Context: an optimization exercise on an open-source flow, tuned for small area. The choices shown serve that exercise and are no tape-out recipe. Function was checked by simulation only, so behaviour that the tests miss may differ from the original. Power and IR drop assume default switching activity.

// system_bus
module system_bus
	#(parameter DATA_WIDTH = 8,
	parameter ADDR_WIDTH = 14,
	parameter NO_OF_MASTER = 4,
	parameter NO_OF_SLAVE = 8,
	parameter [NO_OF_SLAVE*ADDR_WIDTH-1:0] SLAVE_BASE_ADDR = {14'd10, 14'd20, 14'd30, 14'd40, 14'd50, 14'd60, 14'd70, 14'd80},
	parameter [NO_OF_SLAVE*ADDR_WIDTH-1:0] SLAVE_END_ADDR = {14'd19, 14'd29, 14'd39, 14'd49, 14'd59, 14'd69, 14'd79, 14'd89}
	)
	(
	input clk,
	input reset_n,
	input [ADDR_WIDTH*NO_OF_MASTER-1:0]  addr_avm,
	output [DATA_WIDTH*NO_OF_MASTER-1:0]  readdata_avm,
	input [DATA_WIDTH*NO_OF_MASTER-1:0]  writedata_avm,
	input [NO_OF_MASTER-1:0]  readen_avm,
	input [NO_OF_MASTER-1:0]  writeen_avm,
	output [NO_OF_MASTER-1:0]  readvalid_avm,
	output [NO_OF_MASTER-1:0]  writevalid_avm,
	input [NO_OF_MASTER-1:0]  waitrequest_avm,
	input [4*NO_OF_MASTER-1:0] priority_no,
	output [ADDR_WIDTH*NO_OF_SLAVE-1:0]  addr_avs,
	input [DATA_WIDTH*NO_OF_SLAVE-1:0]  readdata_avs,
	output [DATA_WIDTH*NO_OF_SLAVE-1:0]  writedata_avs,
	output [NO_OF_SLAVE-1:0]  readen_avs,
	output [NO_OF_SLAVE-1:0]  writeen_avs,
	input [NO_OF_SLAVE-1:0]  readvalid_avs,
	input [NO_OF_SLAVE-1:0]  writevalid_avs,
	output reg [NO_OF_SLAVE-1:0]  waitrequest_avs
	);
	genvar i;
	reg [3:0] readen_avm_last, writeen_avm_last;
	reg [7:0] readvalid_avs_last, writevalid_avs_last;
	always @(posedge clk or negedge reset_n)
		if (~reset_n) begin
			readen_avm_last <= 4'b0; writeen_avm_last <= 4'b0;
			readvalid_avs_last <= 8'b0; writevalid_avs_last <= 8'b0;
		end else begin
			readen_avm_last <= readen_avm; writeen_avm_last <= writeen_avm;
			readvalid_avs_last <= readvalid_avs; writevalid_avs_last <= writevalid_avs;
		end
	wire [7:0] rv_rise = readvalid_avs & ~readvalid_avs_last;
	wire [7:0] wv_rise = writevalid_avs & ~writevalid_avs_last;
	wire [7:0] v_rise = rv_rise | wv_rise;
	reg [3:0] master_rel;           
	reg       srel_v;               
	reg [2:0] srel_i;               
  ...
export LEC_CHECK = 0
export CAP_MARGIN = 20
export CORE_MARGIN = 2
export CORE_UTILIZATION = 55
export PLACE_DENSITY = 0.7
export SLEW_MARGIN = 20
create_clock -name core_clock -period 7.0 [get_ports {clk}]
standard.sh (not shown) runs the stock make flow with config.mk's settings and CLKGATE_MAP_FILE= SYNTH_SCRIPT=/design/flow/synth_recipe.tcl, a recipe that flattens the netlist after the stock synthesis.
==> flow/flow/run.sh <==
#!/bin/bash
# ORFS layout through the standard.sh, with three changes to how the
# layout is made:
#  - synthesis maps the logic with an area-oriented ABC script
#    (flow/abc_map.script) in place of ORFS's speed script; everything else
#    in synthesis, including flip-flop mapping, is ORFS's own;
#  - every port is buffered with buf_1 rather than the default buffer;
#  - the clock tree is built from clkbuf_2 (clkbuf_8 at the root) without
#    dummy loads.
set -euo pipefail
rm -rf scripts_local
cp -r "$FLOW_HOME/scripts" scripts_local
cp flow/abc_map.script scripts_local/abc_speed.script
export SCRIPTS_DIR="$PWD/scripts_local"
export BUFFER_PORTS_ARGS="-buffer_cell sky130_fd_sc_hd__buf_1"
export CTS_ARGS="-sink_clustering_enable -repair_clock_nets -dont_use_dummy_load -buf_list sky130_fd_sc_hd__clkbuf_2 -root_buf sky130_fd_sc_hd__clkbuf_8"
bash standard.sh > standard.log 2>&1
==> flow/flow/abc_map.script <==
&get -n
&st
&deepsyn -T 60
&dch -f
&nf -a -R 1000 -F 4 -A 4
&put
&get -n
&st
&deepsyn -T 60
&dch -f
&nf -a -R 1000 -F 4 -A 4
&put
The first run ran to the end with no violations.
Change:
--- a/flow/design.v
+++ b/flow/design.v
@@ -269,24 +269,25 @@
 	                 top3[3] ? 3'd3 : top3[2] ? 3'd2 : top3[1] ? 3'd1 : 3'd0;
 	wire       g3 = |top3 & ohm[mdm_m[gs3]];
 	reg       sms_v;                
 	reg [2:0] sms_i;                
 	always @(posedge clk or negedge reset_n)
 		if (~reset_n) sms_v <= 1'b0;
 		else sms_v <= g3;
 	always @(posedge clk) sms_i <= gs3;
 	reg       s4_busy;
 	reg        s4_f0, s4_f1;        
 	reg [10:0] sr_s;
 	reg [3:0] me;                   
+	reg [2:0] tem;                  
 	reg       rel_p;                
 	wire s2m = sr_s[10];
 	wire       sel_rv = readvalid_avs_reg[sms_i];
 	wire       sel_wv = writevalid_avs_reg[sms_i];
 	wire [7:0] sel_rd = readdata_avs_reg[sms_i];
 	wire [3:0] sel_me = mdm_v[sms_i] ? (4'b1 << mdm_m[sms_i]) : 4'b0;
 	wire       s4_last = (sr_s[8:0] == 9'd0);    
 	always @(posedge clk or negedge reset_n)
 		if (~reset_n) begin
 			s4_busy <= 1'b0;
 			ls34 <= 8'b0;
 			rel_p <= 1'b0;
@@ -298,29 +299,29 @@
 					ls34 <= (ls34 ^ slave_rel) | (8'b1 << sms_i);
 				end else
 					ls34 <= ls34 ^ slave_rel;
 			end else begin
 				if (s4_last) s4_busy <= 1'b0;
 				ls34 <= ls34 ^ slave_rel;
 			end
 		end
 	always @(posedge clk) begin
 		if (~s4_busy) begin
 			sr_s <= sel_rv ? {1'b1, sel_wv, sel_rd, 1'b1} : {1'b0, sel_wv, 9'b100000000};
 			me <= sel_me;
+			tem <= sms_i;
 		end else begin
 			sr_s <= {sr_s[9:0], 1'b0};
 		end
 	end
-	wire [2:0] tem = {|ls34[7:4], |{ls34[7:6], ls34[3:2]}, |{ls34[7], ls34[5], ls34[3], ls34[1]}};
 	wire [3:0] rel_m = mdm_v[tem] ? (4'b1 << mdm_m[tem]) : 4'b0;
 	always @(posedge clk or negedge reset_n)
 		if (~reset_n) begin
 			master_rel <= 4'b0;
 			srel_v <= 1'b0;
 		end else begin
 			master_rel <= rel_p ? rel_m : 4'b0;
 			srel_v <= rel_p;
 		end
 	always @(posedge clk) srel_i <= tem;
 	reg [7:0] readdata_avm_reg [0:3];
 	reg [3:0] readvalid_avm_reg_out, writevalid_avm_reg_out;
=> The new run ran to the end with no violations. Synthesized cell count fell slightly. Area after synthesis fell slightly. Worst setup slack is worse by 420 ps. Clock-buffer cell count stays the same. Non-clock buffer count rose by 5. Wire length rose slightly. Total power fell by roughly a tenth. Cell area barely changes. Register-to-register slack is worse by 40 ps. Fmax fell by a few percent. Global-route usage stays flat. Combinational power fell by about a fifth.

## re-timing with driven ports
The flow's constraints put no driver on any port. The routed layouts listed below were extracted and timed again, unchanged, in two steps.
Step 1, drivers: a clkbuf_16 drives clk and a buf_2 each remaining input, both assumed.
Step 2 times the ports against the registers' clock, not the clock port: input delays grow and output delays shrink by t, the midpoint of the rising clock arrivals with the driver on.
a / b / c = no drivers / after step 1 / after step 2; a / b = the first two.
run | shift t [ns] | slack for setup (ns) | pins driven straight from the clock port
the first run | 0.637 | 1.013 / 1.046 / 0.408 | 1
the second run | 0.669 | 0.597 / 0.617 / -0.052 | 1
With both steps, setup timing fails in the second run, where it was met with ideal ports. For the second run, which loses most, drivers alone change the setup slack by +0.020 ns; drivers and shift together by -0.649 ns.
